Background: an optimization exercise with open tools, aiming at small area and a short achievable clock period. Do not read the settings as production practice.
At most, simulation tests tie the RTL to the original design; equivalence was not proved.
For runs 1, 2, 5 and 6, only the layout was checked, not whether the RTL still works.
Power and IR drop assume default switching activity.

==> design.v <==
module acc_step_gen(
    input clk,
    input reset,
    input [31:0] dt_val,
    input [31:0] steps_val,
    input load,
    output reg [31:0] steps,
    output reg [31:0] dt,
    output reg stopped,
    output step_stb,
    output done,
    output last
    );
reg [31:0] dt_limit;
reg [31:0] steps_limit;
always @(posedge clk)
	if (load)
		begin
			dt_limit <= dt_val;
			steps_limit <= steps_val;
		end
wire [31:0] dt_inc = dt + 32'd1;
wire [31:0] steps_inc = steps + 32'd1;
wire dt_hit = (dt_inc == dt_limit);
wire steps_hit = (steps_inc == steps_limit);
assign step_stb = ~stopped & dt_hit;
assign last = dt_hit & steps_hit;
assign done = step_stb & steps_hit;
always @(posedge clk)
	begin
		if (reset | load | stopped)
			begin
				dt <= 0;
				steps <= 0;
			end
		else if (dt_hit)
			begin
				dt <= 0;
				steps <= steps_inc;
			end
		else
			dt <= dt_inc;
		stopped <= reset | (~load & (stopped | last));
	end
endmodule
module acc_profile_gen(
    input clk,
    input reset,
    input acc_step,
    input load,
    input set_x,
    input set_v,
    input set_a,
    input set_j,
    input [63:0] x_val,
    input [31:0] v_val,
    input [31:0] a_val,
    input [31:0] j_val,
    input [5:0] step_bit,
    output reg [63:0] x,
    output reg [31:0] v,
    output reg [31:0] a,
    output reg [31:0] j,
    output reg step,
    output reg dir
);
wire [63:0] x_acc = x + {{32{v[31]}}, v};
wire [63:0] x_chg = x ^ x_acc;
wire chg = x_chg[step_bit];
wire ld_x = load & set_x;
wire v_pos = ~v[31] & (|v[30:0]);
always @(posedge clk)
	begin
		if (reset)
			x <= 0;
		else if (ld_x)
			x <= x_val;
		else
			x <= x_acc;
		if (reset)
			v <= 0;
		else if (load)
			begin
				if (set_v)
					v <= v_val;
			end
		else if (acc_step)
			v <= v + a;
		if (reset)
			a <= 0;
		else if (load)
			begin
				if (set_a)
					a <= a_val;
			end
		else if (acc_step)
			a <= a + j;
		if (reset)
			j <= 0;
		else if (load & set_j)
			j <= j_val;
		step <= ~reset & ~ld_x & chg;
		if (reset | ld_x)
			dir <= 0;
		else if (chg)
			dir <= v_pos;
	end
endmodule
module motor_step_gen(
    input clk,
    input reset,
    input [31:0] pre_n,
    input [31:0] pulse_n,
    input [31:0] post_n,
    input step_stb,
    input step_dir,
    output reg step,
    output reg dir,
    output reg missed
    );
reg [31:0] cnt;
wire idle = (cnt == 0);
wire lt_pre = cnt < pre_n;
wire lt_pulse = cnt < pulse_n;
wire lt_post = cnt < post_n;
always @(posedge clk)
	begin
		if (reset)
			cnt <= 0;
		else if (idle)
			cnt <= {31'd0, step_stb};
		else if (lt_pre | lt_pulse | lt_post)
			cnt <= cnt + 32'd1;
		else
			cnt <= 0;
		if (reset)
			dir <= 0;
		else if (idle & step_stb)
			dir <= step_dir;
		step <= ~reset & ~idle & ~lt_pre & lt_pulse;
		missed <= ~reset & ~idle & step_stb;
	end
endmodule
module bus_reg(
    input clk,
    input [3:0] en,
    input [31:0] wd,
    output reg [31:0] q
    );
always @(posedge clk)
	begin
		if (en[0]) q[7:0] <= wd[7:0];
		if (en[1]) q[15:8] <= wd[15:8];
		if (en[2]) q[23:16] <= wd[23:16];
		if (en[3]) q[31:24] <= wd[31:24];
	end
endmodule
module user_logic
(
  S_Dir,
  S_Step,
  S_Enable,
  E_Min,
  E_Max,
  E_Probe,
  A_Step,
  A_Load,
  Bus2IP_Clk,
  Bus2IP_Reset,
  Bus2IP_Addr,
  Bus2IP_CS,
  Bus2IP_RNW,
  Bus2IP_Data,
  Bus2IP_BE,
  Bus2IP_RdCE,
  Bus2IP_WrCE,
  IP2Bus_Data,
  IP2Bus_RdAck,
  IP2Bus_WrAck,
  IP2Bus_Error,
  IP2Bus_IntrEvent
);
parameter C_SLV_AWIDTH                   = 32;
parameter C_SLV_DWIDTH                   = 32;
parameter C_NUM_REG                      = 32;
parameter C_NUM_MEM                      = 1;
parameter C_NUM_INTR                     = 4;
output S_Dir;
output S_Step;
output S_Enable;
input  E_Min;
input  E_Max;
input  E_Probe;
input  A_Step;
input  A_Load;
input                                     Bus2IP_Clk;
input                                     Bus2IP_Reset;
input      [0 : C_SLV_AWIDTH-1]           Bus2IP_Addr;
input      [0 : C_NUM_MEM-1]              Bus2IP_CS;
input                                     Bus2IP_RNW;
input      [C_SLV_DWIDTH-1:0]             Bus2IP_Data;
input      [0 : C_SLV_DWIDTH/8-1]         Bus2IP_BE;
input      [0 : C_NUM_REG-1]              Bus2IP_RdCE;
input      [0 : C_NUM_REG-1]              Bus2IP_WrCE;
output reg [C_SLV_DWIDTH-1:0]             IP2Bus_Data;
output                                    IP2Bus_RdAck;
output                                    IP2Bus_WrAck;
output                                    IP2Bus_Error;
output     [0 : C_NUM_INTR-1]             IP2Bus_IntrEvent;
  wire clk = Bus2IP_Clk;
  wire rst = Bus2IP_Reset;
  wire [31:0] wd = rst ? 32'd0 : Bus2IP_Data;
  wire [3:0]  be = {Bus2IP_BE[3], Bus2IP_BE[2], Bus2IP_BE[1], Bus2IP_BE[0]};
  wire [3:0]  rst4 = {4{rst}};
  wire [31:0] reg_cmd;
  wire [31:0] reg_next_xl, reg_next_xh, reg_next_v, reg_next_a, reg_next_j;
  wire [31:0] reg_next_dt, reg_next_steps;
  wire [31:0] reg_pre_n, reg_pulse_n, reg_post_n, reg_step_bit;
  wire [31:0] reg_stop_delay, reg_probe_delay;
  reg  [31:0] stat_missed_steps;
  wire [63:0] stat_x;
  wire [31:0] stat_v, stat_a, stat_j, stat_dt, stat_steps;
  wire        stopped, done, last, acc_step_stb, load;
  wire        step_stb, step_dir, missed;
  wire        wr_cmd = Bus2IP_WrCE[0];
  wire [31:0] wd_cmd = (rst | ~wr_cmd) ? 32'd0 : Bus2IP_Data;
  wire [3:0]  en_cmd = rst4 | ({4{wr_cmd}} & be) | {4{~wr_cmd & load}};
  bus_reg r_cmd   (.clk(clk), .en(en_cmd), .wd(wd_cmd), .q(reg_cmd));
  bus_reg r_xl    (.clk(clk), .en(rst4 | ({4{Bus2IP_WrCE[1]}}  & be)), .wd(wd), .q(reg_next_xl));
  bus_reg r_xh    (.clk(clk), .en(rst4 | ({4{Bus2IP_WrCE[2]}}  & be)), .wd(wd), .q(reg_next_xh));
  bus_reg r_v     (.clk(clk), .en(rst4 | ({4{Bus2IP_WrCE[3]}}  & be)), .wd(wd), .q(reg_next_v));
  bus_reg r_a     (.clk(clk), .en(rst4 | ({4{Bus2IP_WrCE[4]}}  & be)), .wd(wd), .q(reg_next_a));
  bus_reg r_j     (.clk(clk), .en(rst4 | ({4{Bus2IP_WrCE[5]}}  & be)), .wd(wd), .q(reg_next_j));
  bus_reg r_dt    (.clk(clk), .en(rst4 | ({4{Bus2IP_WrCE[6]}}  & be)), .wd(wd), .q(reg_next_dt));
  bus_reg r_steps (.clk(clk), .en(rst4 | ({4{Bus2IP_WrCE[7]}}  & be)), .wd(wd), .q(reg_next_steps));
  bus_reg r_pre   (.clk(clk), .en(rst4 | ({4{Bus2IP_WrCE[8]}}  & be)), .wd(wd), .q(reg_pre_n));
  bus_reg r_pulse (.clk(clk), .en(rst4 | ({4{Bus2IP_WrCE[9]}}  & be)), .wd(wd), .q(reg_pulse_n));
  bus_reg r_post  (.clk(clk), .en(rst4 | ({4{Bus2IP_WrCE[10]}} & be)), .wd(wd), .q(reg_post_n));
  bus_reg r_sbit  (.clk(clk), .en(rst4 | ({4{Bus2IP_WrCE[11]}} & be)), .wd(wd), .q(reg_step_bit));
  bus_reg r_stopd (.clk(clk), .en(rst4 | ({4{Bus2IP_WrCE[27]}} & be)), .wd(wd), .q(reg_stop_delay));
  bus_reg r_probd (.clk(clk), .en(rst4 | ({4{Bus2IP_WrCE[28]}} & be)), .wd(wd), .q(reg_probe_delay));
  always @(posedge clk)
    if (rst | Bus2IP_WrCE[26])
      stat_missed_steps <= 0;
    else if (missed)
      stat_missed_steps <= stat_missed_steps + 32'd1;
  wire [0:31] rd = Bus2IP_RdCE;
  always @(*)
    IP2Bus_Data = ({32{rd[0]}}  & reg_cmd)
                | ({32{rd[1]}}  & reg_next_xl)
                | ({32{rd[2]}}  & reg_next_xh)
                | ({32{rd[3]}}  & reg_next_v)
                | ({32{rd[4]}}  & reg_next_a)
                | ({32{rd[5]}}  & reg_next_j)
                | ({32{rd[6]}}  & reg_next_dt)
                | ({32{rd[7]}}  & reg_next_steps)
                | ({32{rd[8]}}  & reg_pre_n)
                | ({32{rd[9]}}  & reg_pulse_n)
                | ({32{rd[10]}} & reg_post_n)
                | ({32{rd[11]}} & reg_step_bit)
                | ({32{rd[12]}} & stat_x[31:0])
                | ({32{rd[13]}} & stat_x[63:32])
                | ({32{rd[14]}} & stat_v)
                | ({32{rd[15]}} & stat_a)
                | ({32{rd[16]}} & stat_j)
                | ({32{rd[17]}} & stat_dt)
                | ({32{rd[18]}} & stat_steps)
                | {31'd0, rd[19] & stopped}
                | ({32{rd[26]}} & stat_missed_steps)
                | ({32{rd[27]}} & reg_stop_delay)
                | ({32{rd[28]}} & reg_probe_delay);
  assign IP2Bus_WrAck = |Bus2IP_WrCE;
  assign IP2Bus_RdAck = |Bus2IP_RdCE;
  assign IP2Bus_Error = 1'b0;
  assign IP2Bus_IntrEvent = 4'd0;
  assign load = reg_cmd[0] & (stopped | last);
  assign S_Enable = ~reg_step_bit[31];
  acc_step_gen acc_step_gen (
    .clk(clk),
    .reset(rst),
    .dt_val(reg_next_dt),
    .steps_val(reg_next_steps),
    .load(load),
    .steps(stat_steps),
    .dt(stat_dt),
    .stopped(stopped),
    .step_stb(acc_step_stb),
    .done(done),
    .last(last)
    );
  acc_profile_gen acc_profile_gen (
    .clk(clk),
    .reset(rst),
    .acc_step(acc_step_stb),
    .load(load),
    .set_x(reg_cmd[1]),
    .set_v(reg_cmd[2]),
    .set_a(reg_cmd[3]),
    .set_j(reg_cmd[4]),
    .x_val({reg_next_xh, reg_next_xl}),
    .v_val(reg_next_v),
    .a_val(reg_next_a),
    .j_val(reg_next_j),
    .step_bit(reg_step_bit[5:0]),
    .x(stat_x),
    .v(stat_v),
    .a(stat_a),
    .j(stat_j),
    .step(step_stb),
    .dir(step_dir)
    );
  motor_step_gen motor_step_gen (
    .clk(clk),
    .reset(rst),
    .pre_n(reg_pre_n),
    .pulse_n(reg_pulse_n),
    .post_n(reg_post_n),
    .step_stb(step_stb),
    .step_dir(step_dir),
    .step(S_Step),
    .dir(S_Dir),
    .missed(missed)
    );
endmodule
==> run.sh <==
#!/bin/bash
# synth_recipe.tcl (not shown) runs the flow's synth.tcl, then flattens the netlist and writes it again
# the make line also repeats each setting of config.mk as NAME=value (left out here)
make -C /OpenROAD-flow-scripts/flow DESIGN_CONFIG=/design/flow/config.mk WORK_HOME=/design/flow/orfs CLKGATE_MAP_FILE= SYNTH_SCRIPT=/design/flow/synth_recipe.tcl finish
==> config.mk <==
export PLATFORM = sky130hd
export DESIGN_NAME = user_logic
export DESIGN_NICKNAME = user_logic
export VERILOG_FILES = /design/flow/design.v
export SDC_FILE = /design/flow/constraint.sdc
export NUM_CORES = 4
export LEC_CHECK = 0
export CAP_MARGIN = 20
export CORE_MARGIN = 2
export CORE_UTILIZATION = 40
export SETUP_SLACK_MARGIN = 4.5
export SLEW_MARGIN = 20
==> constraint.sdc <==
create_clock -name core_clock -period 10.0 [get_ports {Bus2IP_Clk}]
set_input_delay 2.0000 -clock core_clock [delete_from_list [all_inputs] [get_ports {Bus2IP_Clk}]]
set_output_delay 2.0000 -clock core_clock [all_outputs]
set_load 0.01 [all_outputs]
==> flow_metrics.env, run 1 <==
export IMPL_global_route_overflow_total=0
export IMPL_core_area_um2=111000
export IMPL_req_time_crit_path_ns=8.00
export IMPL_critical_path_cell_with_the_highest_stage_delay="a221oi_2"
export IMPL_critical_path_top_delay_family="buffers and inverters"
export IMPL_worst_hold_slack_ns=0.4553
export IMPL_layout_drive_gt1_share_pct=12.40
export IMPL_yosysTopAreaCellShare_pct=34.25
export IMPL_timing_final_crit_period_ns=5.742
export IMPL_unrepaired_setup_endpoints_after_global_routing="yes"
export IMPL_layout_filler_cells=10217
export IMPL_regMostFlops="acc_profile_gen.x"
export IMPL_design_final_nets=4993
export IMPL_gpl_final_weighted_congestion=0.9978
export IMPL_timing_final_ws_setup_ns=4.258
export IMPL_yosys_reg_bits=806
export IMPL_regArea_um2=21260
export IMPL_setup_total_negative_slack_ns=0
export IMPL_min_period_over_period_pct=57.42
export IMPL_hp_start="r_steps.q[12]"
export IMPL_route_final_wire_length_mm=205.0
export IMPL_post_synth_top_flop="edfxtp_1"
export IMPL_worst_skew_pair_late_latency_ns=0.68
export IMPL_design_die_area_um2=114900
export IMPL_detailroute_via_count=39819
export IMPL_critical_path_buf_inv_count=3
export IMPL_largest_register_ff_count=64
export IMPL_floorplan_rows=122
export IMPL_sequentialPowerShare_pct=47.0
export IMPL_worst_path_most_repeated_cell="buf_2"
export IMPL_start_util_pct=40.45
export IMPL_hold_class="reg2reg"
export IMPL_p_leak_nw=20.34
export IMPL_grt_pass1_vias=36027
export IMPL_grt_start_max_net_pins=75
export IMPL_most_common_layout_cells="edfxtp_1, nor2_1, nand2_1"
export IMPL_numCtsBuffers=89
export IMPL_clock_tree_root_cell="clkbuf_16"
export IMPL_worstSetupStartpoint="Bus2IP_RdCE[18]"
export IMPL_numPlacedInstances=5905
export IMPL_detail_route_wl_per_cell_um=33.11
export IMPL_number_of_buffers_between_clock_root_and_the_deepest_sink=3
export IMPL_p_int_mw=6.203
export IMPL_timing_hold_violations_final=0
export IMPL_crit_path_max_fanout=27
export IMPL_critical_path_max_stage_delay_ns=0.35
export IMPL_die_width_um=339.0
export IMPL_post_synth_cell_area_avg_um2=10.07
export IMPL_mostFrequentLayoutCell="edfxtp_1"
export IMPL_synth_distinct_cells=100
export IMPL_synth_top_area_cell="edfxtp_1"
export IMPL_critPathCaptureType="primary output"
export IMPL_power_density_nw_per_um2=163.4
export IMPL_clock_skew_ns=0.02136
export IMPL_tritoncts_num_sinks=806
export IMPL_p_sw_share_pct=28.82
export IMPL_yosys_warnings=5
export IMPL_ant_nets=0
export IMPL_drt_initial_drc_count=6312
export IMPL_antenna_found_initial=10
export IMPL_syn_area_um2=44890
export IMPL_grt_pass1_wl_mm=276.5
export IMPL_placement_setup_worst_slack_ns=3.236
export IMPL_synthCells=4458
export IMPL_multi_input_gate_area_in_the_final_layout_um2=23010
export IMPL_area_growth_pct=18.85
export IMPL_cts_htree_levels=3
export IMPL_crit_chain="buf_2, buf_8, a221oi_2, nand3_2, nor2_1, nand4_1, buf_2"
export IMPL_setup_violations=0
export IMPL_number_of_remaining_drc_errors=0
export IMPL_largest_cells_by_area_after_synthesis="edfxtp_1, dfxtp_1, ha_1"
export IMPL_timing_max_slew_rel_slack_pct=17.19
export IMPL_cts_hold_buf=0
export IMPL_buffer_ports_inserted=138
export IMPL_power_frac_clock_pct=38.4
export IMPL_seq_area_frac_synth_pct=47.37
export IMPL_regToRegStartpoint="acc_profile_gen.v[0]"
export IMPL_netSwitchingPower_mw=2.511
export IMPL_vdd_ir_drop_max_mv=0.1231
export IMPL_final_max_slew_violation_count=0
export IMPL_max_cap_violations=0
export IMPL_chip_height_um=339.0
export IMPL_worst_pin_slew_ns=1.240
export IMPL_number_of_flops_mapped_to_enable_cells_by_yosys=512
export IMPL_arrival_ns=3.74
export IMPL_route_detailed_vias_per_inst=6.432
export IMPL_pin_count=183
export IMPL_cts_tree="built"
export IMPL_globalRouteTotalUtil_pct=33.91
export IMPL_combinational_power_share_pct=14.6
export IMPL_worstSetupPathType="in2out"
export IMPL_finalNonFillerCells=6191
export IMPL_asyncSetResetFlopFracSynth_pct=0
export IMPL_outcome="finished clean"
export IMPL_dp_final_hpwl_mm=141.4
export IMPL_clk_pin_slew_ns=0.06
export IMPL_startpoint_type="input pin"
export IMPL_fmaxAchievable_ghz=0.1742
export IMPL_detail_route_first_pass_iterations=7
## logic make-up after synthesis
kind of cell / synth area share, %
simple gates: 15.50
buf+inv: 3.602
fa+ha+maj: 6.350
xor+xnor: 7.370
flops: 47.37
mux: 1.257
other cells: 0.008355
compound gates: 18.55
## synth_stat cells, drive strengths merged (146+ instances only)
cell / number
edfxtp: 512
nor2: 422
nand2: 344
dfxtp: 294
a21oi: 275
a22oi: 230
ha: 223
xnor2: 195
clkbuf: 187
inv: 150
a21o: 146
xor2: 146
## power by group through the flow
stage / combinational [mW] / clock, mW / sequential (mW)
CTS: 1.16 / 3.35 / 4.08
global route: 1.32 / 3.48 / 4.10
finish: 1.27 / 3.35 / 4.10
global placement: 1.04 / 0 / 4.14
floorplan: 0.658 / 0 / 3.97
detailed placement: 1.04 / 0 / 4.15
## stage by stage
step | area, um2 | power (mW) | utilization [%]
floorplan | 44900 | 4.629 | -
global placement | 47530 | 5.181 | 42.83
detailed placement | 47530 | 5.188 | 42.83
CTS | 52160 | 8.587 | 47.00
global route | 53340 | 8.900 | 48.06
finish | 53340 | 8.714 | 48.07
## what timing repair did
action | 4_1_cts | 5_1_grt
setup buffers | 50 | 42
endpoints found under the setup margin | 325 | 281
gates cloned | 17 | 8
pin swaps | 57 | 83
resized for setup | 366 | 129
## cell type report
type                    instances  area share (%)
clock buffers                 120           4.682
clock inverters                45          0.7787
diodes                          3         0.01407
flip-flops and latches        806           39.86
repair buffers                318           6.959
inverters                     152           1.084
well taps                    1488           3.490
multi-input cells            3259           43.13
## final timing paths
check | cells past startpoint | slack (ns) | end
max | 7 | 4.26 | IP2Bus_Data[19]
min | 0 | 0.46 | acc_step_gen.steps_limit[12]
max reg2reg | 16 | 4.52 | acc_profile_gen.dir
min reg2reg | 0 | 0.46 | acc_step_gen.steps_limit[12]
## routing by layer
layer  global-route usage [%]  wire length [um]
met5                        0                54
met4                    24.45             17760
met2                    48.60             84000
met3                    9.040             25200
met1                    44.02             77940
==> run 2, diff against run 1 <==
--- a/config.mk
+++ b/config.mk
@@ -9,4 +9,4 @@
 export CORE_MARGIN = 2
 export CORE_UTILIZATION = 40
-export SETUP_SLACK_MARGIN = 4.5
+export SETUP_SLACK_MARGIN = 3.5
 export SLEW_MARGIN = 20
==> run 2 against run 1 <==
Total power decreased by 2.4%. Via count down 3.4%. Global-route usage fell by 2.0 points. Synthesized cell count unchanged. Clock skew fell by 0.0018 ns. Critical path type unchanged. Critical endpoint is now IP2Bus_Data[31]. Largest power group unchanged. Highest routed layer unchanged.
==> flow_metrics.env, run 2 <==
export IMPL_netlist_top_cells_count="edfxtp_1, nor2_1, nand2_1"
export IMPL_outcome="finished clean"
export IMPL_clk_pin_slew_ns=0.06
export IMPL_regMostFlops="acc_profile_gen.x"
export IMPL_gpl_final_weighted_congestion=0.9978
export IMPL_max_cap_violations=0
export IMPL_die_width_um=339.0
export IMPL_numPlacedInstances=5905
export IMPL_post_synth_top_count_cell="edfxtp_1"
export IMPL_worstSetupStartpoint="Bus2IP_RdCE[12]"
export IMPL_ant_nets=0
export IMPL_timing_hold_violations_final=0
export IMPL_buffer_ports_inserted=138
export IMPL_crit_cells=8
export IMPL_placement_setup_worst_slack_ns=3.236
export IMPL_vdd_ir_drop_max_mv=0.1194
export IMPL_route_detailed_vias_per_inst=6.334
export IMPL_global_route_overflow_total=0
export IMPL_drt_initial_drc_count=5295
export IMPL_min_period_over_period_pct=65.19
export IMPL_crit_path_max_fanout=33
export IMPL_design_final_nets=4876
export IMPL_yosys_warnings=5
export IMPL_yosys_reg_bits=806
export IMPL_timing_final_ws_setup_ns=3.481
export IMPL_worst_pin_slew_ns=1.199
export IMPL_post_synth_top_flop="edfxtp_1"
export IMPL_syn_area_um2=44890
export IMPL_clock_tree_root_cell="clkbuf_16"
export IMPL_final_max_slew_violation_count=0
export IMPL_stdcell_area_um2=50560
export IMPL_critPathCaptureType="primary output"
export IMPL_cts_tree="built"
export IMPL_detail_route_wl_per_cell_um=31.21
export IMPL_antenna_found_initial=5
export IMPL_core_area_um2=111000
export IMPL_worstSetupPathType="in2out"
export IMPL_timing_max_slew_rel_slack_pct=19.91
export IMPL_start_util_pct=40.45
export IMPL_route_final_wire_length_mm=189.5
export IMPL_timing_final_crit_period_ns=6.519
export IMPL_critical_path_cell_with_the_highest_stage_delay="clkdlybuf4s50_1"
export IMPL_clock_skew_ns=0.01955
export IMPL_globalRouteTotalUtil_pct=31.92
export IMPL_power_mw=8.502
export IMPL_setup_total_negative_slack_ns=0
export IMPL_floorplan_rows=122
export IMPL_design_die_area_um2=114900
export IMPL_critical_path_reg2reg_endpoint="acc_profile_gen.j[23]"
export IMPL_yosysTopAreaCellShare_pct=34.25
export IMPL_number_of_remaining_drc_errors=0
export IMPL_mostFrequentLayoutCell="edfxtp_1"
export IMPL_setup_violations=0
export IMPL_fmaxAchievable_ghz=0.1534
export IMPL_post_synth_cell_area_avg_um2=10.07
export IMPL_number_of_flops_mapped_to_enable_cells_by_yosys=512
export IMPL_critical_path_top_delay_family="buffers and inverters"
export IMPL_area_growth_pct=12.64
export IMPL_cts_htree_levels=3
export IMPL_seq_area_frac_synth_pct=47.37
export IMPL_grt_pass1_wl_mm=263.0
export IMPL_arrival_ns=4.52
export IMPL_finalNonFillerCells=6072
export IMPL_worst_path_most_repeated_cell="clkdlybuf4s50_1"
export IMPL_worst_skew_pair_late_latency_ns=0.67
export IMPL_hold_class="reg2reg"
export IMPL_most_common_layout_cells="edfxtp_1, nor2_1, nand2_1"
export IMPL_dp_final_hpwl_mm=141.4
export IMPL_layout_drive_gt1_share_pct=6.524
export IMPL_detailroute_via_count=38461
export IMPL_req_time_crit_path_ns=8.00
export IMPL_critical_path_max_stage_delay_ns=0.54
export IMPL_synth_distinct_cells=100
export IMPL_asyncSetResetFlopFracSynth_pct=0
export IMPL_grt_start_max_net_pins=75
export IMPL_number_of_buffers_between_clock_root_and_the_deepest_sink=3
export IMPL_cp_endpoint="IP2Bus_Data[31]"
export IMPL_critical_path_buf_inv_count=3
export IMPL_chip_height_um=339.0
export IMPL_unrepaired_setup_endpoints_after_global_routing="no"
export IMPL_largest_register_ff_count=64
export IMPL_p_leak_nw=19.04
export IMPL_tritoncts_num_sinks=806
export IMPL_pin_count=183
export IMPL_regToRegStartpoint="acc_step_gen.dt[0]"
export IMPL_power_density_nw_per_um2=168.2
export IMPL_synth_top_area_cell="edfxtp_1"
export IMPL_synthCells=4458
export IMPL_timing_reg2reg_worst_path_depth=14
export IMPL_detail_route_first_pass_iterations=8
export IMPL_numCtsBuffers=89
export IMPL_detailed_place_area_um2=47530
export IMPL_grt_pass1_vias=35153
export IMPL_crit_chain="clkdlybuf4s50_1, buf_12, a22o_1, a221oi_1, nand3_1, nor2_1, nand4_1, clkdlybuf4s50_1"
export IMPL_startpoint_type="input pin"
export IMPL_worst_r2r_setup_slack_ns=3.68
export IMPL_largest_cells_by_area_after_synthesis="edfxtp_1, dfxtp_1, ha_1"
==> run 2: cells by family (layout without fill, tap and decap cells) <==
family          count (synthesis)  count (layout)  synth area share (%)
flops                         806             806                 47.37
fa+ha+maj                     226             226                 6.350
buf+inv                       397             518                 3.602
mux                            51              51                 1.257
compound gates               1194            1194                 18.55
other cells                     1               6              0.008355
xor+xnor                      355             355                 7.370
simple gates                 1428            1428                 15.50
==> run 2: where the power goes <==
group          internal, mW  switching, mW
Clock                  1.91           1.42
Sequential             3.81          0.268
Combinational         0.374          0.707
Total                  6.10           2.40
==> run 2: what timing repair did <==
action / CTS / global route
hold buffers: 0 / 0
setup buffers: 0 / 0
pin swaps: 0 / 0
hold endpoints to repair: 0 / 0
endpoints found under the setup margin: 90 / 137
resized for setup: 6 / 11
==> run 2: worst min path at each step <==
stage,end,startpoint,depth (start not counted)
finish,acc_step_gen.dt_limit[6],r_dt.q[6],0
global route,acc_step_gen.dt_limit[12],r_dt.q[12],0
CTS,acc_step_gen.steps_limit[12],r_steps.q[12],0
global placement,acc_step_gen.dt_limit[25],r_dt.q[25],0
floorplan,acc_step_gen.dt_limit[13],r_dt.q[13],0
detailed placement,acc_step_gen.dt_limit[9],r_dt.q[9],0
==> run 2: through the flow <==
step	hold slack, ns	util [%]
2_1_floorplan	0.4267	-
3_3_place_gp	0.4333	42.83
3_5_place_dp	0.4378	42.83
4_1_cts	0.4531	45.49
5_1_grt	0.4636	45.56
6_report	0.4529	45.56
==> run 2: layout make-up <==
type | count | area [um2]
diodes | 1 | 2.502
clock buffers | 120 | 2497
clock inverters | 45 | 415.4
fillers | 10504 | 60420
inverters | 152 | 575.6
multi-input cells | 3259 | 22150
flip-flops and latches | 806 | 21260
well taps | 1488 | 1862
repair buffers | 201 | 1790
==> run 2: per-layer routing <==
| metal | wire length [um] | GRT usage (%) | share of wire, % |
|---|---|---|---|
| met5 | 54 | 0 | 0.028 |
| met1 | 74590 | 41.79 | 39 |
| met4 | 15900 | 22.51 | 8.4 |
| met2 | 80560 | 47.38 | 43 |
| met3 | 18430 | 6.124 | 9.7 |
==> run 3, diff against run 2 <==
--- a/design.v
+++ b/design.v
@@ -20,6 +20,7 @@
 			steps_limit <= steps_val;
 		end
-wire [31:0] dt_inc = dt + 32'd1;
-wire [31:0] steps_inc = steps + 32'd1;
+wire [31:0] dt_inc, steps_inc;
+inc_fast i_dt (.a(dt), .s(dt_inc));
+inc_fast i_steps (.a(steps), .s(steps_inc));
 wire dt_hit = (dt_inc == dt_limit);
 wire steps_hit = (steps_inc == steps_limit);
@@ -44,4 +45,19 @@
 	end
 endmodule
+module inc_fast (
+    input [31:0] a,
+    output [31:0] s
+    );
+genvar i;
+generate
+	for (i = 0; i < 32; i = i + 1)
+		begin: g
+			if (i == 0)
+				assign s[i] = ~a[0];
+			else
+				assign s[i] = a[i] ^ (&a[i-1:0]);
+		end
+endgenerate
+endmodule
 module acc_profile_gen(
     input clk,
@@ -65,7 +81,31 @@
     output reg dir
 );
-wire [63:0] x_acc = x + {{32{v[31]}}, v};
-wire [63:0] x_chg = x ^ x_acc;
-wire chg = x_chg[step_bit];
+wire [31:0] xl_sum;
+wire        c32;
+add_bk #(.N(32)) add_x (.a(x[31:0]), .b(v), .s(xl_sum), .co(c32));
+wire [31:0] xh = x[63:32];
+wire        inc = c32 & ~v[31];
+wire        dec = ~c32 & v[31];
+reg  [31:0] ones, zeros;	 
+integer i;
+always @(*)
+	for (i = 0; i < 32; i = i + 1)
+		begin
+			ones[i] = &(xh | ({32{1'b1}} << i));
+			zeros[i] = ~|(xh & ~({32{1'b1}} << i));
+		end
+wire [31:0] xh_inc = xh ^ ones;
+wire [31:0] xh_dec = xh ^ zeros;
+wire [31:0] xh_acc = inc ? xh_inc : (dec ? xh_dec : xh);
+wire [63:0] x_acc = {xh_acc, xl_sum};
+wire [4:0] sb = step_bit[4:0];
+wire chg_lo = (x[31:0] ^ xl_sum) >> sb;
+wire one_sb = ones[sb];
+wire zero_sb = zeros[sb];
+wire chg_hi = (inc & one_sb) | (dec & zero_sb);
+wire chg = step_bit[5] ? chg_hi : chg_lo;
+wire [31:0] va_sum, aj_sum;
+add_bk #(.N(32)) add_v (.a(v), .b(a), .s(va_sum), .co());
+add_bk #(.N(32)) add_a (.a(a), .b(j), .s(aj_sum), .co());
 wire ld_x = load & set_x;
 wire v_pos = ~v[31] & (|v[30:0]);
@@ -86,5 +126,5 @@
 			end
 		else if (acc_step)
-			v <= v + a;
+			v <= va_sum;
 		if (reset)
 			a <= 0;
@@ -95,5 +135,5 @@
 			end
 		else if (acc_step)
-			a <= a + j;
+			a <= aj_sum;
 		if (reset)
 			j <= 0;
@@ -107,4 +147,33 @@
 	end
 endmodule
+module add_bk #(parameter N = 32) (
+    input [N-1:0] a,
+    input [N-1:0] b,
+    output [N-1:0] s,
+    output co
+    );
+wire [N-1:0] p = a ^ b;
+reg [N-1:0] G, P;
+integer lv, k, d;
+always @(*)
+	begin
+		G = a & b;
+		P = p;
+		for (d = 1; d < N; d = d * 2)
+			for (k = 2*d - 1; k < N; k = k + 2*d)
+				begin
+					G[k] = G[k] | (P[k] & G[k-d]);
+					P[k] = P[k] & P[k-d];
+				end
+		for (d = N/4; d >= 1; d = d / 2)
+			for (k = 3*d - 1; k < N; k = k + 2*d)
+				begin
+					G[k] = G[k] | (P[k] & G[k-d]);
+					P[k] = P[k] & P[k-d];
+				end
+	end
+assign s = p ^ {G[N-2:0], 1'b0};
+assign co = G[N-1];
+endmodule
 module motor_step_gen(
     input clk,
@@ -121,7 +190,10 @@
 reg [31:0] cnt;
 wire idle = (cnt == 0);
-wire lt_pre = cnt < pre_n;
-wire lt_pulse = cnt < pulse_n;
-wire lt_post = cnt < post_n;
+wire lt_pre, lt_pulse, lt_post;
+lt_cmp c_pre (.a(cnt), .b(pre_n), .lt(lt_pre));
+lt_cmp c_pulse (.a(cnt), .b(pulse_n), .lt(lt_pulse));
+lt_cmp c_post (.a(cnt), .b(post_n), .lt(lt_post));
+wire [31:0] cnt_inc;
+inc_split c_inc (.a(cnt), .s(cnt_inc));
 always @(posedge clk)
 	begin
@@ -131,5 +203,5 @@
 			cnt <= {31'd0, step_stb};
 		else if (lt_pre | lt_pulse | lt_post)
-			cnt <= cnt + 32'd1;
+			cnt <= cnt_inc;
 		else
 			cnt <= 0;
@@ -142,4 +214,33 @@
 	end
 endmodule
+module lt_cmp (
+    input [31:0] a,
+    input [31:0] b,
+    output lt
+    );
+reg c;
+integer i;
+always @(*)
+	begin
+		c = 1'b0;
+		for (i = 0; i < 32; i = i + 1)
+			c = (~a[i] & b[i]) | (~a[i] & c) | (b[i] & c);
+	end
+assign lt = c;
+endmodule
+module inc_split (
+    input [31:0] a,
+    output [31:0] s
+    );
+reg [32:0] c;
+integer i;
+always @(*)
+	begin
+		c[0] = 1'b1;
+		for (i = 0; i < 32; i = i + 1)
+			c[i+1] = (i == 15) ? &a[15:0] : (a[i] & c[i]);
+	end
+assign s = a ^ c[31:0];
+endmodule
 module bus_reg(
     input clk,
@@ -240,9 +341,11 @@
   bus_reg r_stopd (.clk(clk), .en(rst4 | ({4{Bus2IP_WrCE[27]}} & be)), .wd(wd), .q(reg_stop_delay));
   bus_reg r_probd (.clk(clk), .en(rst4 | ({4{Bus2IP_WrCE[28]}} & be)), .wd(wd), .q(reg_probe_delay));
+  wire [31:0] missed_inc;
+  inc_split i_missed (.a(stat_missed_steps), .s(missed_inc));
   always @(posedge clk)
     if (rst | Bus2IP_WrCE[26])
       stat_missed_steps <= 0;
     else if (missed)
-      stat_missed_steps <= stat_missed_steps + 32'd1;
+      stat_missed_steps <= missed_inc;
   wire [0:31] rd = Bus2IP_RdCE;
   always @(*)
--- a/config.mk
+++ b/config.mk
@@ -9,4 +9,4 @@
 export CORE_MARGIN = 2
 export CORE_UTILIZATION = 40
-export SETUP_SLACK_MARGIN = 3.5
+export SETUP_SLACK_MARGIN = 4.5
 export SLEW_MARGIN = 20
==> run 3 against run 2 <==
Still clean on timing, DRC and antenna. Clock power grew 5%. Synthesized area shrank 6.7%. Final cell count shrank 8.6%. Sequential power grew 1%. Via count shrank 4.5%. Die area shrank 6.6%. Highest routed layer unchanged.
==> flow_metrics.env, run 3 <==
export IMPL_outcome="finished clean"
export IMPL_startpoint_type="input pin"
export IMPL_worstSetupPathType="in2out"
export IMPL_final_max_slew_violation_count=0
export IMPL_worst_pin_slew_ns=1.254
export IMPL_detailroute_via_count=36735
export IMPL_unrepaired_setup_endpoints_after_global_routing="yes"
export IMPL_netlist_top_cells_count="edfxtp_1, nand2_1, nor2_1"
export IMPL_asyncSetResetFlopFracSynth_pct=0
export IMPL_mostFrequentLayoutCell="edfxtp_1"
export IMPL_largest_register_ff_count=64
export IMPL_core_area_um2=103600
export IMPL_globalRouteTotalUtil_pct=33.76
export IMPL_fmaxAchievable_ghz=0.1740
export IMPL_synthCells=3916
export IMPL_chip_height_um=327.5
export IMPL_timing_hold_violations_final=0
export IMPL_dp_final_hpwl_mm=122.1
export IMPL_seq_area_frac_synth_pct=50.78
export IMPL_timing_max_slew_rel_slack_pct=16.42
export IMPL_worst_r2r_setup_slack_ns=4.47
export IMPL_route_final_wire_length_mm=189.0
export IMPL_most_common_layout_cells="edfxtp_1, nand2_1, nor2_1"
export IMPL_max_cap_violations=0
export IMPL_power_mw=8.964
export IMPL_number_of_buffers_between_clock_root_and_the_deepest_sink=3
export IMPL_arrival_ns=3.75
export IMPL_design_die_area_um2=107300
export IMPL_syn_area_um2=41870
export IMPL_tritoncts_num_sinks=806
export IMPL_layout_filler_cells=9503
export IMPL_buffer_ports_inserted=138
export IMPL_setup_total_negative_slack_ns=0
export IMPL_req_time_crit_path_ns=8.00
export IMPL_cts_htree_levels=3
export IMPL_post_synth_top_count_cell="edfxtp_1"
export IMPL_design_final_nets=4438
export IMPL_timing_final_crit_period_ns=5.746
export IMPL_min_period_over_period_pct=57.46
export IMPL_grt_start_max_net_pins=114
export IMPL_worst_skew_pair_late_latency_ns=0.68
export IMPL_detail_route_wl_per_cell_um=34.05
export IMPL_route_detailed_vias_per_inst=6.617
export IMPL_clock_tree_root_cell="clkbuf_16"
export IMPL_synth_top_area_cell="edfxtp_1"
export IMPL_met3RoutedLength_mm=27.69
export IMPL_yosysTopAreaCellShare_pct=36.72
export IMPL_start_util_pct=40.40
export IMPL_drt_initial_drc_count=6198
export IMPL_cts_tree="built"
export IMPL_yosys_reg_bits=806
export IMPL_route_layer_met1_wl_mm=69.20
export IMPL_post_synth_top_flop="edfxtp_1"
export IMPL_layout_drive_gt1_share_pct=14.16
export IMPL_p_leak_nw=18.69
export IMPL_vdd_ir_drop_max_mv=0.1326
export IMPL_area_growth_pct=19.67
export IMPL_top_layer="met5"
export IMPL_yosys_warnings=8
export IMPL_power_density_nw_per_um2=178.9
export IMPL_ant_nets=0
export IMPL_grt_pass1_vias=33384
export IMPL_critPathCaptureType="primary output"
export IMPL_regMostFlops="acc_profile_gen.x"
export IMPL_clk_pin_slew_ns=0.06
export IMPL_number_of_remaining_drc_errors=0
export IMPL_synth_distinct_cells=90
export IMPL_detail_route_first_pass_iterations=6
export IMPL_grt_pass1_wl_mm=255.7
export IMPL_setup_violations=0
export IMPL_pin_count=183
export IMPL_post_synth_cell_area_avg_um2=10.69
export IMPL_die_width_um=327.5
export IMPL_gpl_final_weighted_congestion=0.9649
export IMPL_floorplan_rows=118
export IMPL_antenna_found_initial=19
export IMPL_crit_path_max_fanout=33
export IMPL_numCtsBuffers=89
export IMPL_number_of_flops_mapped_to_enable_cells_by_yosys=512
export IMPL_global_route_overflow_total=0
export IMPL_largest_cells_by_area_after_synthesis="edfxtp_1, dfxtp_1, ha_1"
export IMPL_clock_skew_ns=0.02790
export IMPL_finalCoreUtilization_pct=48.34
export IMPL_met2_wirelength_mm=78.88
export IMPL_hold_class="reg2reg"
run 3: cell types whose count changed after synthesis, moves of 25 or more:
cell,delta
xnor2_1,-67
inv_1,-25
ha_1,-65
fa_1,+45
a21o_1,-108
xor2_1,-72
nand2_1,-34
nand4_1,-30
nand3_1,+38
nor2_1,-118
a21oi_1,-145
run 3: logic make-up after synthesis:
| group | synth area share, % |
|---|---|
| adder cells (fa/ha/maj) | 7.447 |
| AND/OR/NAND/NOR | 15.09 |
| other | 0.008957 |
| XOR/XNOR | 4.387 |
| buffers and inverters | 3.520 |
| AO/OA/AOI/OAI | 16.18 |
| flip-flops | 50.78 |
| multiplexers | 2.585 |
run 3: per-stage QoR:
step,hold WS (ns),worst slack [ns],instance area (um2),std cells
after detailed placement,0.4415,3.338,44500,5266
after global routing,0.4691,4.300,50100,5549
after CTS,0.4559,4.277,49370,5507
after floorplan,0.4209,4.657,41880,3920
final,0.4585,4.254,50100,5552
after global placement,0.4342,3.209,44450,5264
run 3: final timing paths:
check	startpoint	end	cells past startpoint
min reg2reg	r_dt.q[28]	acc_step_gen.dt_limit[28]	0
max reg2reg	acc_profile_gen.a[0]	acc_profile_gen.a[30]	18
min	r_dt.q[28]	acc_step_gen.dt_limit[28]	0
max	Bus2IP_RdCE[0]	IP2Bus_Data[15]	7
run 3: area by class of cell:
class / instances / area [um2] / area share (%)
clock buffer: 118 / 2511 / 5.012
clock inverter: 50 / 546.8 / 1.091
inverter: 127 / 481.7 / 0.9614
timing repair buffer: 322 / 3568 / 7.122
multi-input combinational: 2745 / 19990 / 39.90
sequential: 806 / 21270 / 42.45
tap: 1380 / 1727 / 3.446
antenna: 4 / 10.01 / 0.01998
run 3: per-layer routing:
layer / vias up / track usage [%]
li1: 15136 / -
met1: 17935 / 45.01
met2: 3003 / 49.85
met3: 647 / 9.210
met4: 14 / 18.16
met5: - / 0
run 3: timing repair:
item	CTS	global route
buffers inserted	57	35
resized for setup	353	84
hold buffers	0	0
endpoints found under the hold margin	0	0
pin swaps	85	86
endpoints found under the setup margin	222	191
cloned	16	5
run 3: where the power goes:
group          total (mW)  switching (mW)  internal (mW)
Clock                3.50            1.48           2.01
Combinational        1.34           0.833          0.504
Sequential           4.13           0.300           3.83
run 3: worst max-delay path, stage by stage:
cell and delay, ns:
buf_2 0.10, buf_6 0.26, a221oi_2 0.35, nand3_1 0.12, nor2_2 0.15, nand4_1 0.40
buf_2 0.31
==> run 4, diff against run 3 <==
--- a/config.mk
+++ b/config.mk
@@ -11,2 +11,3 @@
 export SETUP_SLACK_MARGIN = 4.5
 export SLEW_MARGIN = 20
+export TNS_END_PERCENT = 0
==> run 4 against run 3 <==
Still clean on timing, DRC and antenna. Register-to-register slack got worse by 0.11 ns. Count of clock-buffer cells in the layout did not move. Wire length fell by 5.2%. Critical path depth rose by 1. Synthesized cell count did not move. Clock power barely moved. Worst setup slack got worse by 0.038 ns. Sequential share of layout area rose by 1.5 points. Clock skew barely moved. Sequential power barely moved. Final cell count fell by 1.5%. Fmax fell by 0.65%.
==> flow_metrics.env, run 4 <==
export IMPL_vdd_ir_drop_max_mv=0.1313
export IMPL_multi_input_gate_area_in_the_final_layout_um2=19520
export IMPL_min_period_over_period_pct=57.83
export IMPL_regMostFlops="acc_profile_gen.x"
export IMPL_req_time_crit_path_ns=8.00
export IMPL_globalRouteTotalUtil_pct=32.44
export IMPL_clk_pin_slew_ns=0.06
export IMPL_unrepaired_setup_endpoints_after_global_routing="yes"
export IMPL_placement_setup_worst_slack_ns=3.338
export IMPL_fmaxAchievable_ghz=0.1729
export IMPL_gpl_final_weighted_congestion=0.9649
export IMPL_seq_area_frac_synth_pct=50.78
export IMPL_crit_path_max_fanout=33
export IMPL_hold_path_endpoint="acc_step_gen.dt_limit[28]"
export IMPL_worstSetupPathType="in2out"
export IMPL_regToRegStartpoint="acc_profile_gen.v[0]"
export IMPL_mostFrequentLayoutCell="edfxtp_1"
export IMPL_netlist_top_cells_count="edfxtp_1, nand2_1, nor2_1"
export IMPL_outcome="finished clean"
export IMPL_startpoint_type="input pin"
export IMPL_area_growth_pct=15.58
export IMPL_number_of_flops_mapped_to_enable_cells_by_yosys=512
export IMPL_drt_initial_drc_count=5564
export IMPL_cts_htree_levels=3
export IMPL_synthCells=3916
export IMPL_clock_tree_root_cell="clkbuf_16"
export IMPL_layout_drive_gt1_share_pct=10.37
export IMPL_start_util_pct=40.40
export IMPL_whs_path_depth=0
export IMPL_floorplan_rows=118
export IMPL_synth_top_area_cell="edfxtp_1"
export IMPL_timing_reg2reg_worst_path_depth=21
export IMPL_timing_final_ws_setup_ns=4.217
export IMPL_largest_cells_by_area_after_synthesis="edfxtp_1, dfxtp_1, ha_1"
export IMPL_global_route_overflow_total=0
export IMPL_critical_path_reg2reg_endpoint="acc_profile_gen.dir"
export IMPL_cts_tree="built"
export IMPL_largest_register_ff_count=64
export IMPL_core_area_um2=103600
export IMPL_design_final_nets=4358
export IMPL_syn_area_um2=41870
export IMPL_number_of_remaining_drc_errors=0
export IMPL_pin_count=183
export IMPL_final_max_slew_violation_count=0
export IMPL_grt_pass1_wl_mm=247.4
export IMPL_yosys_warnings=8
export IMPL_worst_r2r_setup_slack_ns=4.36
export IMPL_antenna_found_initial=18
export IMPL_setup_violations=0
export IMPL_worst_skew_pair_late_latency_ns=0.68
export IMPL_route_detailed_vias_per_inst=6.505
export IMPL_number_of_buffers_between_clock_root_and_the_deepest_sink=3
export IMPL_dp_final_hpwl_mm=122.1
export IMPL_buffer_ports_inserted=138
export IMPL_numCtsBuffers=89
export IMPL_ant_nets=0
export IMPL_clock_skew_ns=0.02765
export IMPL_yosysTopAreaCellShare_pct=36.72
export IMPL_route_final_wire_length_mm=179.2
export IMPL_layout_filler_cells=9666
export IMPL_max_cap_violations=0
export IMPL_hp_start="r_dt.q[28]"
export IMPL_die_width_um=327.5
export IMPL_synth_distinct_cells=90
export IMPL_timing_max_slew_rel_slack_pct=22.13
export IMPL_worst_pin_slew_ns=1.166
export IMPL_grt_pass1_vias=32871
export IMPL_post_synth_top_flop="edfxtp_1"
export IMPL_post_synth_cell_area_avg_um2=10.69
export IMPL_detail_route_wl_per_cell_um=32.76
export IMPL_asyncSetResetFlopFracSynth_pct=0
export IMPL_timing_final_crit_period_ns=5.783
export IMPL_arrival_ns=3.78
export IMPL_p_leak_nw=17.88
export IMPL_setup_total_negative_slack_ns=0
export IMPL_design_die_area_um2=107300
export IMPL_regArea_um2=21270
export IMPL_most_common_layout_cells="edfxtp_1, nand2_1, nor2_1"
export IMPL_tritoncts_num_sinks=806
export IMPL_chip_height_um=327.5
export IMPL_power_density_nw_per_um2=182.5
export IMPL_post_synth_top_count_cell="edfxtp_1"
export IMPL_detailroute_via_count=35583
export IMPL_detail_route_first_pass_iterations=8
export IMPL_hold_class="reg2reg"
export IMPL_critPathCaptureType="primary output"
export IMPL_timing_hold_violations_final=0
export IMPL_yosys_reg_bits=806
export IMPL_grt_start_max_net_pins=114
[run 4: cell counts after synthesis]
No cell type changed its count.
[run 4: final cells by class]
cell class / instances / share of cell area [%]
clock buffers: 118 / 5.190
flip-flops and latches: 806 / 43.95
multi-input cells: 2745 / 40.33
repair buffers: 242 / 4.822
well taps: 1380 / 3.568
diodes: 2 / 0.01034
clock inverters: 50 / 1.130
inverters: 127 / 0.9955
[run 4: power by group]
group / switching, mW / total (mW) / internal (mW)
logic: 0.776 / 1.22 / 0.440
clock network: 1.48 / 3.50 / 2.01
registers: 0.291 / 4.12 / 3.83
[run 4: through the flow]
step / power, mW / util (%) / area, um2 / cells / hold slack, ns
floorplan: 4.721 / - / 41880 / 3920 / 0.4209
global placement: 5.268 / 42.89 / 44450 / 5264 / 0.4342
detailed placement: 5.285 / 42.93 / 44500 / 5266 / 0.4415
CTS: 8.748 / 46.53 / 48220 / 5456 / 0.4559
global route: 9.018 / 46.69 / 48390 / 5469 / 0.4697
finish: 8.832 / 46.69 / 48390 / 5470 / 0.4601
[run 4: how the worst max path moves through the flow]
stage               slack, ns            startpoint  depth (start not counted)               endpoint
finish                   4.22       Bus2IP_RdCE[13]                          8        IP2Bus_Data[12]
global route             4.18       Bus2IP_RdCE[27]                          9         IP2Bus_Data[4]
CTS                      4.27   acc_step_gen.dt[12]                         13  acc_profile_gen.x[35]
detailed placement       3.34  acc_profile_gen.v[0]                         21    acc_profile_gen.dir
global placement         3.21   acc_step_gen.dt[11]                         18  acc_profile_gen.j[11]
floorplan                4.66  acc_profile_gen.v[0]                         21    acc_profile_gen.dir
[run 4: cell families after synthesis]
family | Yosys count | synth area share [%]
AND/OR/NAND/NOR | 1272 | 15.09
AO/OA/AOI/OAI | 945 | 16.18
other | 1 | 0.008957
XOR/XNOR | 205 | 4.387
multiplexers | 93 | 2.585
flip-flops | 806 | 50.78
adder cells (fa/ha/maj) | 224 | 7.447
buffers and inverters | 370 | 3.520
[run 4: layer usage]
layer / track usage (%) / part of all wire, %
met1: 43.64 / 38
met2: 48.75 / 43
met3: 8.696 / 13
met4: 14.86 / 5.2
met5: 0 / 0.055
[run 4: worst max-delay path: stages]
cell      delay [ns]
buf_2           0.12
buf_12          0.21
a22o_1          0.28
a221oi_1        0.21
nand3_1         0.22
nor2_1          0.15
nand4_1         0.29
buf_2           0.26
[run 4: timing repair]
action	CTS	global route
gates resized for setup	187	31
hold buffers	0	0
cloned	3	2
setup endpoints to repair	222	196
setup buffers	19	9
pin swaps	28	12
==> run 5, diff against run 4 <==
--- a/design.v
+++ b/design.v
@@ -12,20 +12,41 @@
     output last
     );
-reg [31:0] dt_limit;
-reg [31:0] steps_limit;
-always @(posedge clk)
-	if (load)
-		begin
-			dt_limit <= dt_val;
-			steps_limit <= steps_val;
-		end
+reg [31:0] dt_lim1;
+reg [31:0] st_lim1;
+reg        dt_one;		 
+reg        dt_hit;		 
+reg        st_hit;		 
+wire [31:0] dt_val_m1, steps_val_m1;
+dec_split d_dt (.a(dt_val), .s(dt_val_m1));
+dec_split d_steps (.a(steps_val), .s(steps_val_m1));
+wire dt_val_one = (dt_val == 32'd1);
+wire steps_val_one = (steps_val == 32'd1);
 wire [31:0] dt_inc, steps_inc;
 inc_fast i_dt (.a(dt), .s(dt_inc));
 inc_fast i_steps (.a(steps), .s(steps_inc));
-wire dt_hit = (dt_inc == dt_limit);
-wire steps_hit = (steps_inc == steps_limit);
+always @(posedge clk)
+	begin
+		if (load)
+			begin
+				dt_lim1 <= dt_val_m1;
+				st_lim1 <= steps_val_m1;
+				dt_one <= dt_val_one;
+			end
+		if (load)
+			begin
+				dt_hit <= dt_val_one;
+				st_hit <= steps_val_one;
+			end
+		else if (dt_hit)
+			begin
+				dt_hit <= dt_one;
+				st_hit <= (steps_inc == st_lim1);
+			end
+		else
+			dt_hit <= (dt_inc == dt_lim1);
+	end
 assign step_stb = ~stopped & dt_hit;
-assign last = dt_hit & steps_hit;
-assign done = step_stb & steps_hit;
+assign last = dt_hit & st_hit;
+assign done = step_stb & st_hit;
 always @(posedge clk)
 	begin
@@ -60,4 +81,18 @@
 endgenerate
 endmodule
+module dec_split (
+    input [31:0] a,
+    output [31:0] s
+    );
+reg [32:0] b;
+integer i;
+always @(*)
+	begin
+		b[0] = 1'b1;
+		for (i = 0; i < 32; i = i + 1)
+			b[i+1] = (i == 15) ? ~|a[15:0] : (~a[i] & b[i]);
+	end
+assign s = a ^ b[31:0];
+endmodule
 module acc_profile_gen(
     input clk,
==> run 5 against run 4 <==
Still clean on timing, DRC and antenna. Register-to-register slack worse by 0.12 ns. Synthesized cell count up 3.3%. Clock skew up 0.0076 ns. Flip-flop and latch count up 3. Synthesized area up 1.8%. Utilization up 0.55 points. Count of clock-buffer cells in the layout up 6. Critical path depth unchanged. Die area up 1.8%. Final cell count up 3.0%. Combinational power down 7%. Largest cell class unchanged. Largest power group unchanged.
==> flow_metrics.env, run 5 <==
export IMPL_outcome="finished clean"
export IMPL_synth_distinct_cells=95
export IMPL_post_synth_cell_area_avg_um2=10.53
export IMPL_seq_area_frac_synth_pct=50.08
export IMPL_final_max_slew_violation_count=0
export IMPL_number_of_flops_mapped_to_enable_cells_by_yosys=514
export IMPL_layout_filler_cells=9834
export IMPL_number_of_remaining_drc_errors=0
export IMPL_ant_nets=0
export IMPL_p_leak_nw=19.11
export IMPL_route_final_wire_length_mm=188.3
export IMPL_clock_skew_ns=0.03522
export IMPL_asyncSetResetFlopFracSynth_pct=0
export IMPL_worstSetupStartpoint="Bus2IP_RdCE[2]"
export IMPL_worst_skew_pair_late_latency_ns=0.69
export IMPL_layout_drive_gt1_share_pct=10.03
export IMPL_detail_route_wl_per_cell_um=33.41
export IMPL_timing_final_ws_setup_ns=4.151
export IMPL_detail_route_first_pass_iterations=6
export IMPL_worstSetupPathType="in2out"
export IMPL_grt_pass1_wl_mm=259.4
export IMPL_finalCoreUtilization_pct=47.24
export IMPL_start_util_pct=40.43
export IMPL_hold_class="reg2reg"
export IMPL_min_period_over_period_pct=58.49
export IMPL_cts_htree_levels=3
export IMPL_cts_tree="built"
export IMPL_timing_max_slew_rel_slack_pct=10.32
export IMPL_vdd_ir_drop_max_mv=0.1245
export IMPL_detailed_place_area_um2=45350
export IMPL_post_synth_top_flop="edfxtp_1"
export IMPL_power_density_nw_per_um2=173.1
export IMPL_grt_pass1_vias=33953
export IMPL_synthCells=4046
export IMPL_stdcell_area_um2=49800
export IMPL_fmaxAchievable_ghz=0.1710
export IMPL_route_detailed_vias_per_inst=6.517
export IMPL_pin_count=183
export IMPL_gpl_final_weighted_congestion=0.9802
export IMPL_yosysTopAreaCellShare_pct=36.22
export IMPL_req_time_crit_path_ns=8.00
export IMPL_groute_layer_met3_usage_pct=13.50
export IMPL_regToRegStartpoint="acc_profile_gen.v[0]"
export IMPL_clock_tree_root_cell="clkbuf_16"
export IMPL_netlist_top_cells_count="edfxtp_1, nand2_1, dfxtp_1"
export IMPL_critPathCaptureType="primary output"
export IMPL_number_of_buffers_between_clock_root_and_the_deepest_sink=3
export IMPL_unrepaired_setup_endpoints_after_global_routing="yes"
export IMPL_design_die_area_um2=109200
export IMPL_grt_use_met1_pct=44.59
export IMPL_global_route_overflow_total=0
export IMPL_tritoncts_num_sinks=809
export IMPL_buffer_ports_inserted=138
export IMPL_largest_cells_by_area_after_synthesis="edfxtp_1, dfxtp_1, ha_1"
export IMPL_drt_initial_drc_count=5770
export IMPL_largest_register_ff_count=64
export IMPL_arrival_ns=3.85
export IMPL_mostFrequentLayoutCell="edfxtp_1"
export IMPL_grt_start_max_net_pins=65
export IMPL_clk_pin_slew_ns=0.06
export IMPL_synth_top_area_cell="edfxtp_1"
export IMPL_chip_height_um=330.4
export IMPL_syn_area_um2=42610
export IMPL_die_width_um=330.4
export IMPL_setup_violations=0
export IMPL_yosys_reg_bits=809
export IMPL_post_synth_top_count_cell="edfxtp_1"
export IMPL_placement_setup_worst_slack_ns=3.397
export IMPL_numPlacedInstances=5417
export IMPL_core_area_um2=105400
export IMPL_startpoint_type="input pin"
export IMPL_crit_path_max_fanout=5
export IMPL_floorplan_rows=119
export IMPL_timing_hold_violations_final=0
export IMPL_design_final_nets=4572
export IMPL_yosys_warnings=9
export IMPL_power_mw=8.622
export IMPL_antenna_found_initial=15
export IMPL_timing_final_crit_period_ns=5.849
export IMPL_regMostFlops="acc_profile_gen.x"
export IMPL_hp_start="acc_profile_gen.step"
export IMPL_numCtsBuffers=88
export IMPL_dp_final_hpwl_mm=127.4
export IMPL_max_cap_violations=0
export IMPL_top_usage_layer="met2"
export IMPL_setup_total_negative_slack_ns=0
export IMPL_most_common_layout_cells="edfxtp_1, nand2_1, dfxtp_1"
export IMPL_worst_pin_slew_ns=1.340
export IMPL_grt_util_met2_pct=48.13
export IMPL_detailroute_via_count=36731
export IMPL_globalRouteTotalUtil_pct=33.94
export IMPL_worst_hold_slack_ns=0.4462
export IMPL_area_growth_pct=16.86
export IMPL_finalNonFillerCells=5636
[run 5: changes by cell type in the layout (fill, tap and decap cells not counted), moves of 22 or more]
| cell | previous run | this run |
|---|---|---|
| o21ai_0 | 98 | 75 |
| ha_1 | 157 | 218 |
| a21oi_1 | 128 | 150 |
| o211ai_1 | 10 | 41 |
| nor2b_1 | 72 | 44 |
| nand3_1 | 179 | 119 |
| inv_1 | 124 | 245 |
| a311oi_1 | 3 | 33 |
| a211oi_1 | 73 | 33 |
| nor2_1 | 297 | 245 |
| nor3b_1 | 11 | 33 |
| nand2_1 | 302 | 451 |
[run 5: cells by family (layout without fill, tap and decap cells)]
group,after synthesis,count (layout),synth area share (%)
and+or+nand+nor,1259,1259,14.40
AOI/OAI and AO/OA,934,934,15.84
DFF,809,809,50.08
buffers and inverters,480,669,4.301
adders and majority gates,278,278,8.937
xor gates and xnor gates,227,227,4.765
muxes,58,58,1.665
other,1,11,0.008800
[run 5: worst paths after layout]
path,endpoint,slack (ns),cells after the start
setup / recovery,IP2Bus_Data[1],4.15,8
hold / removal,motor_step_gen.missed,0.45,2
setup reg to reg,acc_profile_gen.step,4.24,18
hold reg to reg,motor_step_gen.missed,0.45,2
[run 5: area by class of cell]
type | instances | area, um2 | area share (%)
antenna | 6 | 15.01 | 0.03015
tap | 1391 | 1740 | 3.495
multi-input combinational | 2761 | 19940 | 40.03
sequential | 809 | 21340 | 42.85
clock buffer | 124 | 2459 | 4.937
timing repair buffer | 257 | 2924 | 5.872
inverter | 248 | 933.4 | 1.874
clock inverter | 40 | 451.7 | 0.9070
[run 5: metal layers]
layer / wire (um) / up-vias / share of wire (%)
li1: - / 15261 / -
met1: 69130 / 17860 / 37
met2: 76730 / 2987 / 41
met3: 30760 / 617 / 16
met4: 11610 / 6 / 6.2
met5: 70 / - / 0.037
[run 5: worst max-delay path: stages]
cell and delay [ns]:
buf_12 0.13, buf_12 0.15, a22o_1 0.24, a221oi_4 0.22, nand3_1 0.11, nor2_1 0.11, nand4_1 0.53, buf_2 0.36
[run 5: power by group]
| part | switching [mW] | total, mW | internal, mW |
|---|---|---|---|
| combinational | 0.729 | 1.13 | 0.402 |
| sequential | 0.284 | 4.11 | 3.83 |
| clock | 1.45 | 3.38 | 1.93 |
[run 5: repair_timing]
action | CTS | global route
cloned | 16 | 0
gates resized for setup | 272 | 12
setup buffers | 31 | 2
endpoints found under the hold margin | 0 | 0
hold buffers | 0 | 0
pin swaps | 28 | 11
setup endpoints to repair | 36 | 37
==> run 6, diff against run 5 <==
--- a/config.mk
+++ b/config.mk
@@ -8,5 +8,5 @@
 export CAP_MARGIN = 20
 export CORE_MARGIN = 2
-export CORE_UTILIZATION = 40
+export CORE_UTILIZATION = 65
 export SETUP_SLACK_MARGIN = 4.5
 export SLEW_MARGIN = 20
==> run 6 against run 5 <==
Sequential share of layout area rose by 0.78 points. Synthesized cell count did not move. Sequential power barely moved. Wire length fell by 2.7%. Total power fell by 0.47%. Hold slack got worse by 0.030 ns. Critical path depth rose by 7. Synthesized area did not move. Worst setup slack got worse by 0.026 ns. Highest routed layer unchanged. Largest cell class unchanged.
==> flow_metrics.env, run 6 <==
export IMPL_critical_path_top_delay_family="simple AND/OR/NAND/NOR gates"
export IMPL_worstSetupPathType="reg2reg"
export IMPL_hold_path_endpoint="motor_step_gen.missed"
export IMPL_cts_hold_buf=0
export IMPL_clock_tree_root_cell="clkbuf_16"
export IMPL_layout_drive_gt1_share_pct=10.04
export IMPL_antenna_found_initial=13
export IMPL_netSwitchingPower_mw=2.435
export IMPL_netlist_top_cells_count="edfxtp_1, nand2_1, dfxtp_1"
export IMPL_final_max_slew_violation_count=0
export IMPL_setup_violations=0
export IMPL_worst_pin_slew_ns=1.371
export IMPL_drt_initial_drc_count=8049
export IMPL_worst_r2r_setup_slack_ns=4.12
export IMPL_globalRouteTotalUtil_pct=52.97
export IMPL_chip_height_um=260.1
export IMPL_synth_distinct_cells=95
export IMPL_post_synth_top_flop="edfxtp_1"
export IMPL_yosys_reg_bits=809
export IMPL_arrival_ns=6.27
export IMPL_post_synth_cell_area_avg_um2=10.53
export IMPL_design_die_area_um2=67630
export IMPL_synthCells=4046
export IMPL_worst_hold_slack_ns=0.4165
export IMPL_asyncSetResetFlopFracSynth_pct=0
export IMPL_hold_class="reg2reg"
export IMPL_timing_final_ws_setup_ns=4.125
export IMPL_worst_skew_pair_late_latency_ns=0.66
export IMPL_whs_path_depth=2
export IMPL_mostFrequentLayoutCell="edfxtp_1"
export IMPL_finalNonFillerCells=5095
export IMPL_outcome="finished clean"
export IMPL_grt_start_max_net_pins=68
export IMPL_critical_path_cell_with_the_highest_stage_delay="or4_1"
export IMPL_fmaxAchievable_ghz=0.1702
export IMPL_startpoint_type="flip-flop"
export IMPL_start_util_pct=65.99
export IMPL_unrepaired_setup_endpoints_after_global_routing="yes"
export IMPL_die_width_um=260.1
export IMPL_vdd_ir_drop_max_mv=0.2050
export IMPL_numCtsBuffers=86
export IMPL_clock_skew_ns=0.03226
export IMPL_finalCoreUtilization_pct=75.74
export IMPL_stdcell_area_um2=48910
export IMPL_gpl_final_weighted_congestion=1.035
export IMPL_regToRegStartpoint="acc_step_gen.steps[0]"
export IMPL_cts_tree="built"
export IMPL_most_common_layout_cells="edfxtp_1, nand2_1, dfxtp_1"
export IMPL_power_mw=8.581
export IMPL_numPlacedInstances=4876
export IMPL_critical_path_buf_inv_count=0
export IMPL_route_detailed_vias_per_inst=7.654
export IMPL_buffer_ports_inserted=138
export IMPL_design_final_nets=4560
export IMPL_tritoncts_num_sinks=809
export IMPL_timing_max_slew_rel_slack_pct=8.633
export IMPL_p_sw_share_pct=28.37
export IMPL_dp_final_hpwl_mm=122.2
export IMPL_detailroute_via_count=38999
export IMPL_synth_top_area_cell="edfxtp_1"
export IMPL_number_of_remaining_drc_errors=0
export IMPL_timing_reg2reg_worst_path_depth=15
export IMPL_pin_count=183
export IMPL_req_time_crit_path_ns=10.39
export IMPL_post_synth_top_count_cell="edfxtp_1"
export IMPL_regMostFlops="acc_profile_gen.x"
export IMPL_timing_hold_violations_final=0
export IMPL_ant_nets=0
export IMPL_area_growth_pct=14.78
export IMPL_sequentialPowerShare_pct=47.9
export IMPL_hp_start="acc_profile_gen.step"
export IMPL_crit_path_max_fanout=5
export IMPL_power_frac_clock_pct=38.7
export IMPL_number_of_flops_mapped_to_enable_cells_by_yosys=514
export IMPL_layout_filler_cells=4164
export IMPL_detail_route_wl_per_cell_um=35.97
export IMPL_p_int_mw=6.146
export IMPL_route_final_wire_length_mm=183.3
export IMPL_core_area_um2=64580
export IMPL_max_cap_violations=0
export IMPL_syn_area_um2=42610
export IMPL_setup_total_negative_slack_ns=0
export IMPL_largest_cells_by_area_after_synthesis="edfxtp_1, dfxtp_1, ha_1"
export IMPL_floorplan_rows=93
export IMPL_largest_register_ff_count=64
export IMPL_yosys_warnings=9
export IMPL_critical_path_max_stage_delay_ns=0.81
export IMPL_cts_htree_levels=3
export IMPL_yosysTopAreaCellShare_pct=36.22
export IMPL_min_period_over_period_pct=58.75
export IMPL_seq_area_frac_synth_pct=50.08
export IMPL_placement_setup_worst_slack_ns=3.060
export IMPL_timing_final_crit_period_ns=5.875
export IMPL_power_density_nw_per_um2=175.4
export IMPL_detailed_place_area_um2=44680
export IMPL_number_of_buffers_between_clock_root_and_the_deepest_sink=3
export IMPL_p_leak_nw=19.02
export IMPL_detail_route_first_pass_iterations=13
export IMPL_grt_pass1_wl_mm=253.2
export IMPL_global_route_overflow_total=0
export IMPL_critical_path_reg2reg_endpoint="acc_step_gen.st_hit"
export IMPL_critPathCaptureType="flip-flop"
export IMPL_crit_chain="ha_1, nand3_2, or4_1, nor4_4, and2_1, ha_1, xor2_1, xnor2_1, nand4_1, nor3_1, o21ai_0, nor4_2, nand4_1, a211o_1, o22ai_1"
export IMPL_grt_pass1_vias=36346
export IMPL_clk_pin_slew_ns=0.07
export IMPL_combinational_power_share_pct=13.4
run 6: tightest hold or removal path, stage by stage, from the launching register on:
cell and delay, ns:
dfxtp_1 0.31, inv_1 0.05, nor2_1 0.04
run 6: power groups by stage:
stage	Clock, mW	Sequential, mW	Combinational [mW]
6_report	3.32	4.11	1.15
3_3_place_gp	0	4.13	0.942
3_5_place_dp	0	4.14	0.971
5_1_grt	3.41	4.11	1.16
2_1_floorplan	0	4.00	0.601
4_1_cts	3.27	4.07	1.03
run 6: what timing repair did:
item,CTS,global route
gates cloned,11,5
endpoints found under the setup margin,37,38
buffers inserted,13,15
pin swaps,5,16
gates resized for setup,238,75
run 6: cell families (layout without fill, tap and decap cells):
group | after synthesis | in the layout | synth area share, %
flops | 809 | 809 | 50.08
mux | 58 | 58 | 1.665
xor+xnor | 227 | 227 | 4.765
fa+ha+maj | 278 | 278 | 8.937
other cells | 1 | 20 | 0.008800
buf+inv | 480 | 655 | 4.301
compound gates | 934 | 934 | 15.84
simple gates | 1259 | 1259 | 14.40
run 6: area by class of cell:
class                   count  area [um2]  share of cell area (%)
well taps                 855        1070                   2.187
multi-input cells        2761       19970                   40.82
clock buffers             122        2491                   5.093
clock inverters            38       400.4                  0.8186
flip-flops and latches    809       21340                   43.63
inverters                 248       933.4                   1.908
diodes                     15       37.54                 0.07674
repair buffers            247        2674                   5.466
run 6: worst max-delay path by stage:
| stage | from | end | slack (ns) | depth (start not counted) |
|---|---|---|---|---|
| finish | acc_step_gen.steps[0] | acc_step_gen.st_hit | 4.12 | 15 |
| CTS | Bus2IP_RdCE[2] | IP2Bus_Data[6] | 4.31 | 8 |
| global route | Bus2IP_RdCE[2] | IP2Bus_Data[18] | 4.21 | 8 |
| floorplan | Bus2IP_RdCE[12] | IP2Bus_Data[12] | 4.90 | 5 |
| detailed placement | Bus2IP_RdCE[8] | IP2Bus_Data[10] | 3.06 | 7 |
| global placement | Bus2IP_RdCE[8] | IP2Bus_Data[10] | 3.02 | 7 |
run 6: layer usage:
metal  vias up  track usage, %  share of wire, %
li1      15240               -                 -
met1     18371           65.20                32
met2      4215           71.63                38
met3      1155           29.04                21
met4        18           33.32               8.9
met5         -           2.778              0.15

port drivers added, routing unchanged:
How much do the figures lean on ideal ports? The routed layouts below were timed once more, with nothing changed but the port constraints. Step 1 (the two cells are an assumption about what drives the block):
set clk [get_ports {Bus2IP_Clk}]
set_driving_cell -lib_cell sky130_fd_sc_hd__clkbuf_16 $clk
set_driving_cell -lib_cell sky130_fd_sc_hd__buf_2 [delete_from_list [all_inputs] $clk]
Step 2 times the ports against the registers' clock, not the clock port: input delays grow and output delays shrink by t, the midpoint of the rising clock arrivals with the driver on. Slacks: ideal / step 1 / step 2; pairs: ideal / step 1.
run	shift t [ns]	slack for setup (ns)	worst setup path at the end	worst register clock-pin slew, ns
run 1	0.746	4.258 / 4.167 / 4.167	input to output	0.07 / 0.07
run 2	0.740	3.481 / 3.444 / 3.444	input to output	0.07 / 0.07
run 3	0.742	4.254 / 4.212 / 4.212	input to output	0.07 / 0.07
run 4	0.744	4.217 / 4.192 / 4.192	input to output	0.07 / 0.07
run 5	0.743	4.151 / 4.074 / 4.074	input to output	0.07 / 0.07
run 6	0.712	4.125 / 4.123 / 4.123	input to output	0.07 / 0.07
After both steps every run listed still meets setup and hold. The setup slack of run 1, which loses most, moves by -0.091 ns with the drivers and by -0.091 ns with both steps.
